Source: an optimization exercise on an open RTL-to-GDS flow (aim: small area). Production flows keep margins and buffers that such runs may drop.
In this exercise RTL edits were held to simulation tests only and were not proved equivalent to the original.
Power figures rest on the tool's default switching activity, not on a simulated workload.

==> inputs of willow <==
## ddk_core
module ddk_core(
        input   wire  SysClk,
        input   wire  SysRst,
        output  reg   RX1,
        input   wire  DataClk,
        input   wire  DataWe,
        input   wire  [15:0]  DATA,
        input   wire  [5:0]    CH3_IN,
        output  wire  [5:0]    CH3_OUT,
        output  wire  [5:0]    CH3_OE,
        input   wire  [5:0]    CH4_IN,
        output  wire  [5:0]    CH4_OUT,
        output  wire  [5:0]    CH4_OE,
        input   wire  [5:0]    CH5_IN,
        output  wire  [5:0]    CH5_OUT,
        output  wire  [5:0]    CH5_OE,
        input   wire  [5:0]    CH6_IN,
        output  wire  [5:0]    CH6_OUT,
        output  wire  [5:0]    CH6_OE,
        input   wire  [5:0]    CH7_IN,
        output  wire  [5:0]    CH7_OUT,
        output  wire  [5:0]    CH7_OE,
        input   wire  [5:0]    CH8_IN);
export LEC_CHECK = 0
export CAP_MARGIN = 20
export CORE_MARGIN = 2
export CORE_UTILIZATION = 45
export CTS_BUF_LIST = sky130_fd_sc_hd__clkbuf_16
export CTS_CLUSTER_DIAMETER = 100
export CTS_CLUSTER_SIZE = 28
export PLACE_DENSITY = 0.65
export SLEW_MARGIN = 20
create_clock -name core_clock -period 6.0 [get_ports {SysClk}]
standard.sh (not shown) runs the stock make flow with config.mk's settings and CLKGATE_MAP_FILE= SYNTH_SCRIPT=/design/flow/synth_recipe.tcl, a recipe that flattens the netlist after the stock synthesis.
==> flow/flow/run.sh <==
#!/bin/bash
# Standard ORFS layout, with the combinational logic of the standard synthesis re-mapped
# by ABC for area (registers untouched; the smallest of a few ABC scripts is kept) and the
# smallest buffer on the ports.
set -euo pipefail
W=$(pwd)
R=$W/orfs/results/$FLOW_PLATFORM/ddk_core/base
export LIB=$FLOW_HOME/platforms/$FLOW_PLATFORM/lib/sky130_fd_sc_hd__tt_025C_1v80.lib

# 1. standard synthesis
bash standard.sh synth > $W/1_synth_standard.log 2>&1
cp $R/1_2_yosys.v $W/1_2_yosys_standard.v

# 2. area re-mapping of the combinational logic
python3 flow/comb_lib.py $LIB $W/comb.lib > $W/comb_lib.log 2>&1
DU=""
for c in $(sed -n '/DONT_USE_CELLS/,/^$/p' $FLOW_HOME/platforms/$FLOW_PLATFORM/config.mk | grep -o 'sky130_fd_sc_hd__[a-z0-9_]*'); do DU="$DU -dont_use $c"; done
export DONT_USE_ARGS="$DU" COMB_LIB=$W/comb.lib NETLIST_IN=$W/1_2_yosys_standard.v
P="strash;dch;map -a;strash;dch;map -a;strash;&get -n"
SCRIPTS=()
for s in 0 42 7 13 21 77 3 99 5 11 17 29; do
  SCRIPTS+=("$P;&deepsyn -S $s -T 60;&put;dch;map -a")
done
SCRIPTS+=("strash;dch;map -a;strash;dch;map -a")
# run the candidates 4 at a time
for i in "${!SCRIPTS[@]}"; do
  (
    export ABC_SCRIPT="${SCRIPTS[$i]}" NETLIST_OUT=$W/remap_$i.v STAT_OUT=$W/remap_stat_$i.txt
    yosys -c flow/remap.tcl > $W/remap_$i.log 2>&1 || true
  ) &
  if (( i % 4 == 3 )); then wait; fi
done
wait
best=""; best_area=""
for i in "${!SCRIPTS[@]}"; do
  if [[ -s $W/remap_$i.v && -s $W/remap_stat_$i.txt ]]; then
    a=$(grep -i "chip area" $W/remap_stat_$i.txt | grep -o '[0-9.]*$')
    echo "script $i (${SCRIPTS[$i]}): $a" >> $W/remap_choice.log
    if [[ -z "$best" ]] || python3 -c "import sys; sys.exit(0 if $a < $best_area else 1)"; then
      best=$i; best_area=$a
    fi
  fi
done
echo "chosen: $best ($best_area)" >> $W/remap_choice.log
cp $W/remap_$best.v $R/1_2_yosys.v
touch $R/1_2_yosys.v
rm -f $W/comb.lib

# 3. the rest of the standard flow on the re-mapped netlist
export BUFFER_PORTS_ARGS="-buffer_cell sky130_fd_sc_hd__buf_1"
bash standard.sh finish > $W/2_to_6_standard.log 2>&1
Other scripts of this flow, unchanged in this note and not shown: flow/flow/comb_lib.py, flow/flow/remap.tcl
==> inputs of delta, as changes to willow <==
--- a/flow/design.v
+++ b/flow/design.v
@@ -79,33 +79,38 @@
     end
   end
 end
 reg  [29:0]  ch_data;
 reg  [29:0]  ch_oe;
 reg  [149:0] conf;
 wire [29:0]  ch_in  = {CH7_IN, CH6_IN, CH5_IN, CH4_IN, CH3_IN};
 wire [29:0]  ch_out;
-wire [5:0] wd = wdat[5:0] & {6{~SysRst}};
 genvar p, q;
 generate
   for (p = 0; p < 5; p = p + 1) begin : g_port
-    wire       sel = wr && hi == (p + 2);
-    wire [7:0] ld;
-    for (q = 0; q < 8; q = q + 1) begin : g_ld
-      assign ld[q] = (sel && lo == q) || SysRst;
-    end
+    wire sel = wr && hi == (p + 2);
     always @(posedge SysClk) begin
-      ch_data[p*6 +: 6] <= ({6{ld[0]}} & wd) | ({6{~ld[0]}} & ch_data[p*6 +: 6]);
-      ch_oe[p*6 +: 6]   <= ({6{ld[1]}} & wd) | ({6{~ld[1]}} & ch_oe[p*6 +: 6]);
+      if (SysRst) begin
+        ch_data[p*6 +: 6]  <= 6'd0;
+        ch_oe[p*6 +: 6]    <= 6'd0;
+        conf[p*30 +: 30]   <= 30'd0;
+      end else if (sel) begin
+        if (lo == 4'h0) ch_data[p*6 +: 6] <= wdat[5:0];
+        if (lo == 4'h1) ch_oe[p*6 +: 6]   <= wdat[5:0];
+        if (lo == 4'h2) conf[p*30 +  0 +: 5] <= wdat[4:0];
+        if (lo == 4'h3) conf[p*30 +  5 +: 5] <= wdat[4:0];
+        if (lo == 4'h4) conf[p*30 + 10 +: 5] <= wdat[4:0];
+        if (lo == 4'h5) conf[p*30 + 15 +: 5] <= wdat[4:0];
+        if (lo == 4'h6) conf[p*30 + 20 +: 5] <= wdat[4:0];
+        if (lo == 4'h7) conf[p*30 + 25 +: 5] <= wdat[4:0];
+      end
     end
     for (q = 0; q < 6; q = q + 1) begin : g_pin
       wire [4:0] c = conf[p*30 + q*5 +: 5];
-      always @(posedge SysClk)
-        conf[p*30 + q*5 +: 5] <= ({5{ld[q+2]}} & wd[4:0]) | ({5{~ld[q+2]}} & c);
       assign ch_out[p*6 + q] = (c[4:1] != 4'd0) ? 1'b0 :
                                c[0] ? clka : ch_data[p*6 + q];
     end
   end
 endgenerate
 assign {CH7_OUT, CH6_OUT, CH5_OUT, CH4_OUT, CH3_OUT} = ch_out;
 assign {CH7_OE,  CH6_OE,  CH5_OE,  CH4_OE,  CH3_OE}  = ch_oe;
 reg  [1:3] rs_start, rs_stop;
@@ -249,20 +254,17 @@
                                                : ring[((b + 31) % 32)*12 +: 12];
     end else begin : g_sh
       always @(posedge SysClk)
         ring[b*12 +: 12] <= ring[(b - 1)*12 +: 12];
     end
   end
 endgenerate
 always @(posedge SysClk)
-  if (SysRst)
-    rot <= 5'd0;
-  else
-    rot <= rot + 1'b1;
+  rot <= rot + 1'b1;
 wire dat_ld;    
 always @(posedge SysClk) begin
   if (SysRst) begin
     wptr  <= 6'd0;
     rptr  <= 6'd0;
     pw    <= 1'b0;
     acc   <= 1'b0;
     prot  <= 1'b0;
CORE_UTILIZATION = 40   (was 45)
CTS_CLUSTER_SIZE = 24   (was 28)
PLACE_DENSITY = 0.6   (was 0.65)
==> inputs of fjord, as changes to willow <==
--- a/flow/design.v
+++ b/flow/design.v
@@ -79,33 +79,38 @@
     end
   end
 end
 reg  [29:0]  ch_data;
 reg  [29:0]  ch_oe;
 reg  [149:0] conf;
 wire [29:0]  ch_in  = {CH7_IN, CH6_IN, CH5_IN, CH4_IN, CH3_IN};
 wire [29:0]  ch_out;
-wire [5:0] wd = wdat[5:0] & {6{~SysRst}};
 genvar p, q;
 generate
   for (p = 0; p < 5; p = p + 1) begin : g_port
-    wire       sel = wr && hi == (p + 2);
-    wire [7:0] ld;
-    for (q = 0; q < 8; q = q + 1) begin : g_ld
-      assign ld[q] = (sel && lo == q) || SysRst;
-    end
+    wire sel = wr && hi == (p + 2);
     always @(posedge SysClk) begin
-      ch_data[p*6 +: 6] <= ({6{ld[0]}} & wd) | ({6{~ld[0]}} & ch_data[p*6 +: 6]);
-      ch_oe[p*6 +: 6]   <= ({6{ld[1]}} & wd) | ({6{~ld[1]}} & ch_oe[p*6 +: 6]);
+      if (SysRst) begin
+        ch_data[p*6 +: 6]  <= 6'd0;
+        ch_oe[p*6 +: 6]    <= 6'd0;
+        conf[p*30 +: 30]   <= 30'd0;
+      end else if (sel) begin
+        if (lo == 4'h0) ch_data[p*6 +: 6] <= wdat[5:0];
+        if (lo == 4'h1) ch_oe[p*6 +: 6]   <= wdat[5:0];
+        if (lo == 4'h2) conf[p*30 +  0 +: 5] <= wdat[4:0];
+        if (lo == 4'h3) conf[p*30 +  5 +: 5] <= wdat[4:0];
+        if (lo == 4'h4) conf[p*30 + 10 +: 5] <= wdat[4:0];
+        if (lo == 4'h5) conf[p*30 + 15 +: 5] <= wdat[4:0];
+        if (lo == 4'h6) conf[p*30 + 20 +: 5] <= wdat[4:0];
+        if (lo == 4'h7) conf[p*30 + 25 +: 5] <= wdat[4:0];
+      end
     end
     for (q = 0; q < 6; q = q + 1) begin : g_pin
       wire [4:0] c = conf[p*30 + q*5 +: 5];
-      always @(posedge SysClk)
-        conf[p*30 + q*5 +: 5] <= ({5{ld[q+2]}} & wd[4:0]) | ({5{~ld[q+2]}} & c);
       assign ch_out[p*6 + q] = (c[4:1] != 4'd0) ? 1'b0 :
                                c[0] ? clka : ch_data[p*6 + q];
     end
   end
 endgenerate
 assign {CH7_OUT, CH6_OUT, CH5_OUT, CH4_OUT, CH3_OUT} = ch_out;
 assign {CH7_OE,  CH6_OE,  CH5_OE,  CH4_OE,  CH3_OE}  = ch_oe;
 reg  [1:3] rs_start, rs_stop;
@@ -212,96 +217,75 @@
       dec = {1'b0, e[7:0], 8'd0};
     else if (e[10:9] == 2'b11)
       dec = {1'b1, 4'h8, 3'b000, e[8], e[7:0]};
     else
       dec = {1'b1, 4'h7, 1'b0, e[10:8], e[7:0]};
   end
 endfunction
 reg [5:0]  wptr, rptr;
+reg [11:0] qe;
 reg [1:0]  rf_state;
-reg [4:0]  rot;
-reg        pw;       
-reg        acc;      
-reg        prot;     
-reg        cur_w;    
+reg [1:0]  rot;
+reg        pw, pr;
 wire empty = (wptr == rptr);
 wire full  = (wptr[4:0] == rptr[4:0]) && (wptr[5] != rptr[5]);
 wire fifo_re = (rf_state == 2'd0) && !empty;
 wire fifo_we = valid && !full;
-wire [4:0] ws = acc ? wptr[4:0] - 1'b1 : wptr[4:0];   
-wire [4:0] cs = rptr[4:0] - 1'b1;                      
-wire [4:0] wpos = ws + rot + 1'b1;                     
-wire       at_ins = (wpos == 5'd0) || (wpos == 5'd6) || (wpos == 5'd12) ||
-                    (wpos == 5'd18) || (wpos == 5'd24) || (wpos == 5'd30);
-wire ins    = pw && at_ins && (acc || !full) && !(prot && !cur_w && ws == cs);
-wire bypass = pw && acc && (ws == rptr[4:0]);          
-wire tap_ok = prot && !cur_w && (cs == ~rot);           
+wire [4:0] ws = wptr[4:0] - 1'b1;    
+wire [4:0] rs = rptr[4:0] - 1'b1;    
+wire ins    = pw && (rot + ws[4:3] == 2'd3);
+wire ld     = pr && (rot + rs[4:3] == 2'd3);
+wire bypass = pw && (ws == rptr[4:0]);
 reg [11:0] rd_e;
 always @(posedge SysClk)
-  if (stb && (!pw || ins))
+  if (stb)
     rd_e <= enc(adr, rdat);
-reg [383:0] ring;
+reg [95:0] r0, r1, r2, r3;
 genvar b;
 generate
-  for (b = 0; b < 32; b = b + 1) begin : g_ring
-    if (b % 6 == 0) begin : g_ins
-      always @(posedge SysClk)
-        ring[b*12 +: 12] <= (ins && wpos == b) ? rd_e
-                                               : ring[((b + 31) % 32)*12 +: 12];
-    end else begin : g_sh
-      always @(posedge SysClk)
-        ring[b*12 +: 12] <= ring[(b - 1)*12 +: 12];
+  for (b = 0; b < 8; b = b + 1) begin : g_bank
+    always @(posedge SysClk) begin
+      r0[b*12 +: 12] <= (ins && ws[2:0] == b) ? rd_e : r3[b*12 +: 12];
+      r1[b*12 +: 12] <= r0[b*12 +: 12];
+      r2[b*12 +: 12] <= r1[b*12 +: 12];
+      r3[b*12 +: 12] <= r2[b*12 +: 12];
     end
   end
 endgenerate
+wire [11:0] tap = r3[rs[2:0]*12 +: 12];
 always @(posedge SysClk)
-  if (SysRst)
-    rot <= 5'd0;
-  else
-    rot <= rot + 1'b1;
-wire dat_ld;    
+  rot <= rot + 1'b1;
 always @(posedge SysClk) begin
   if (SysRst) begin
-    wptr  <= 6'd0;
-    rptr  <= 6'd0;
-    pw    <= 1'b0;
-    acc   <= 1'b0;
-    prot  <= 1'b0;
-    cur_w <= 1'b0;
+    wptr <= 6'd0;
+    rptr <= 6'd0;
+    pw   <= 1'b0;
+    pr   <= 1'b0;
   end else begin
-    if (ins) begin
-      pw  <= 1'b0;
-      acc <= 1'b0;
-    end
-    if (stb && !DataWe && (!pw || ins)) begin
-      pw  <= 1'b1;
-      acc <= 1'b0;
+    if (ins)
+      pw <= 1'b0;
+    if (fifo_we) begin
+      wptr <= wptr + 1'b1;
+      pw   <= 1'b1;
+    end
+    if (ld) begin
+      pr <= 1'b0;
+      qe <= tap;
     end
-    if (valid) begin
-      if (fifo_we) begin
-        wptr <= wptr + 1'b1;
-        if (!ins)
-          acc <= 1'b1;
-      end else if (!acc) begin
-        pw <= 1'b0;           
-      end
-    end
-    if (dat_ld)
-      prot <= 1'b0;
     if (fifo_re) begin
-      rptr  <= rptr + 1'b1;
-      prot  <= 1'b1;
-      cur_w <= bypass && !ins;
-    end else if (ins) begin
-      cur_w <= 1'b0;
+      rptr <= rptr + 1'b1;
+      if (bypass)
+        qe <= rd_e;
+      else
+        pr <= 1'b1;
     end
   end
 end
-wire [16:0] td = dec(ring[31*12 +: 12]);
+wire [16:0] qd = dec(qe);
 reg  tx_en;
 wire tx_rdy;
 always @(posedge SysClk) begin
   if (SysRst) begin
     rf_state <= 2'd0;
     tx_en    <= 1'b0;
   end else begin
     tx_en <= 1'b0;
@@ -310,54 +294,45 @@
       default:
         if (!tx_en && tx_rdy) begin
           tx_en    <= 1'b1;
           rf_state <= rf_state + 1'b1;
         end
     endcase
   end
 end
+wire [7:0] tx_byte = (rf_state == 2'd2) ? 8'd0 :
+                     (rf_state == 2'd3) ? qd[15:8] : qd[7:0];
 reg [7:0] tx_sh;
 reg [1:0] u_state;
 reg [2:0] bit_cnt;
 reg [8:0] etu_cnt;
 wire      etu_full = (etu_cnt == 9'd434);
 assign    tx_rdy = (u_state == 2'd0);
-wire start_bit = (u_state == 2'd1) && (bit_cnt == 3'd0) && !etu_full;
-wire ack_ld    = tap_ok && start_bit && (rf_state == 2'd2);
-wire adr_ld    = tap_ok && start_bit && (rf_state == 2'd3);
-assign dat_ld  = tap_ok && u_state[1] && (rf_state == 2'd3);
-always @(posedge SysClk)
-  if (ack_ld)
-    tx_sh <= {7'd0, td[16]};
-  else if (adr_ld)
-    tx_sh <= td[15:8];
-  else if (dat_ld)
-    tx_sh <= td[7:0];
-  else if (u_state == 2'd1 && etu_full)
-    tx_sh <= {tx_sh[0], tx_sh[7:1]};
 always @(posedge SysClk) begin
   if (SysRst) begin
     u_state <= 2'd0;
     RX1     <= 1'b1;
   end else begin
     etu_cnt <= etu_cnt + 1'b1;
     case (u_state)
       2'd0:
         if (tx_en) begin
           RX1     <= 1'b0;
+          tx_sh   <= tx_byte;
           u_state <= 2'd1;
           etu_cnt <= 9'd0;
           bit_cnt <= 3'd0;
         end
       2'd1:
         if (etu_full) begin
           etu_cnt <= 9'd0;
           bit_cnt <= bit_cnt + 1'b1;
-          RX1     <= tx_sh[0];
+          RX1     <= (rf_state == 2'd2 && bit_cnt == 3'd0) ? qd[16] : tx_sh[0];
+          tx_sh   <= {tx_sh[0], tx_sh[7:1]};
           if (bit_cnt == 3'd7)
             u_state <= 2'd2;
         end
       2'd2:
         if (etu_full) begin
           etu_cnt <= 9'd0;
           RX1     <= 1'b1;
           u_state <= 2'd3;
==> flow/flow/run.sh (replaced) <==
#!/bin/bash
# Standard ORFS layout, with the combinational logic of the standard synthesis re-mapped
# by ABC for area (registers untouched; the smallest of a few ABC scripts is kept) and the
# smallest buffer on the ports.
set -euo pipefail
W=$(pwd)
R=$W/orfs/results/$FLOW_PLATFORM/ddk_core/base
export LIB=$FLOW_HOME/platforms/$FLOW_PLATFORM/lib/sky130_fd_sc_hd__tt_025C_1v80.lib

# 1. standard synthesis
bash standard.sh synth > $W/1_synth_standard.log 2>&1
cp $R/1_2_yosys.v $W/1_2_yosys_standard.v

# 2. area re-mapping of the combinational logic
python3 flow/comb_lib.py $LIB $W/comb.lib > $W/comb_lib.log 2>&1
DU=""
for c in $(sed -n '/DONT_USE_CELLS/,/^$/p' $FLOW_HOME/platforms/$FLOW_PLATFORM/config.mk | grep -o 'sky130_fd_sc_hd__[a-z0-9_]*'); do DU="$DU -dont_use $c"; done
export DONT_USE_ARGS="$DU" COMB_LIB=$W/comb.lib NETLIST_IN=$W/1_2_yosys_standard.v
SCRIPTS=(
  "strash;dch;map -a;topo"
  "strash;dch;map -a;strash;dch;map -a"
  "strash;dch;map -a;strash;dch;map -a;strash;dch;map -a"
  "strash;dc2;dc2;dc2;dch -f;map -a"
  "strash;dch -f;amap"
)
best=""; best_area=""
for i in "${!SCRIPTS[@]}"; do
  export ABC_SCRIPT="${SCRIPTS[$i]}" NETLIST_OUT=$W/remap_$i.v STAT_OUT=$W/remap_stat_$i.txt
  if yosys -c flow/remap.tcl > $W/remap_$i.log 2>&1; then
    a=$(grep -i "chip area" $STAT_OUT | grep -o '[0-9.]*$')
    echo "script $i ($ABC_SCRIPT): $a" >> $W/remap_choice.log
    if [[ -z "$best" ]] || python3 -c "import sys; sys.exit(0 if $a < $best_area else 1)"; then
      best=$i; best_area=$a
    fi
  fi
done
echo "chosen: $best ($best_area)" >> $W/remap_choice.log
cp $W/remap_$best.v $R/1_2_yosys.v
touch $R/1_2_yosys.v
rm -f $W/comb.lib

# 3. the rest of the standard flow on the re-mapped netlist
export BUFFER_PORTS_ARGS="-buffer_cell sky130_fd_sc_hd__buf_1"
bash standard.sh finish > $W/2_to_6_standard.log 2>&1
CORE_UTILIZATION = 50   (was 45)
GPL_TIMING_DRIVEN = 0   (was unset)
PLACE_DENSITY = 0.7   (was 0.65)
==> notes <==
fjord completed with no timing, DRC or antenna violations. willow completed without violations. delta finished clean.
In delta the sequential power is lower than in willow, by 5.0%.
In delta the synthesized cell count is lower than in fjord, by 3.9%.
In delta the count of clock-buffer cells in the layout is higher than in fjord, by 7.
Register-to-register slack: delta < willow < fjord.
Of fjord and willow, fjord has the higher synthesized area (gap about 6%, measured against willow).
Global-route usage, lowest first: delta, willow, fjord.
Between fjord and delta, the lower clock skew is in fjord (gap 6.0 ps).
The lowest maximum frequency belongs to fjord, the highest to willow.
Of willow and fjord, fjord has the higher wire length (gap 17%, measured against fjord).
In fjord the sequential cell count is higher than in willow, by 7.

[re-timing with driven ports]
Ports are ideal in the flow. The routed layouts listed here were re-timed in OpenROAD. Step 1, drivers: a clkbuf_16 drives SysClk and a buf_2 each remaining input, both assumed. Step 2 adds t to the input delays and takes it off the output delays; t is the mean of the earliest and latest rising clock arrival at the registers after step 1. Input paths then give back, and output paths get back, about the clock's delay inside the block. Three values: ideal ports, drivers, drivers and shift; two values: the first two.
| run | t (ns) | slack for setup (ns) | worst setup path after step 2 | slew at the worst register clock pin (ns) | pins driven straight from the clock port |
|---|---|---|---|---|---|
| willow | 0.690 | 1.304 / 1.311 / 0.621 | input to register | 0.12 / 0.12 | 1 |
| delta | 0.641 | 1.242 / 1.242 / 1.242 | register to register | 0.10 / 0.10 | 1 |
| fjord | 0.704 | 0.148 / 0.182 / -0.522 | input to register | 0.12 / 0.12 | 1 |
Met with ideal ports but missed after step 2: setup timing in fjord. For willow, which loses most, drivers alone change the setup slack by +0.007 ns; drivers and shift together by -0.683 ns.
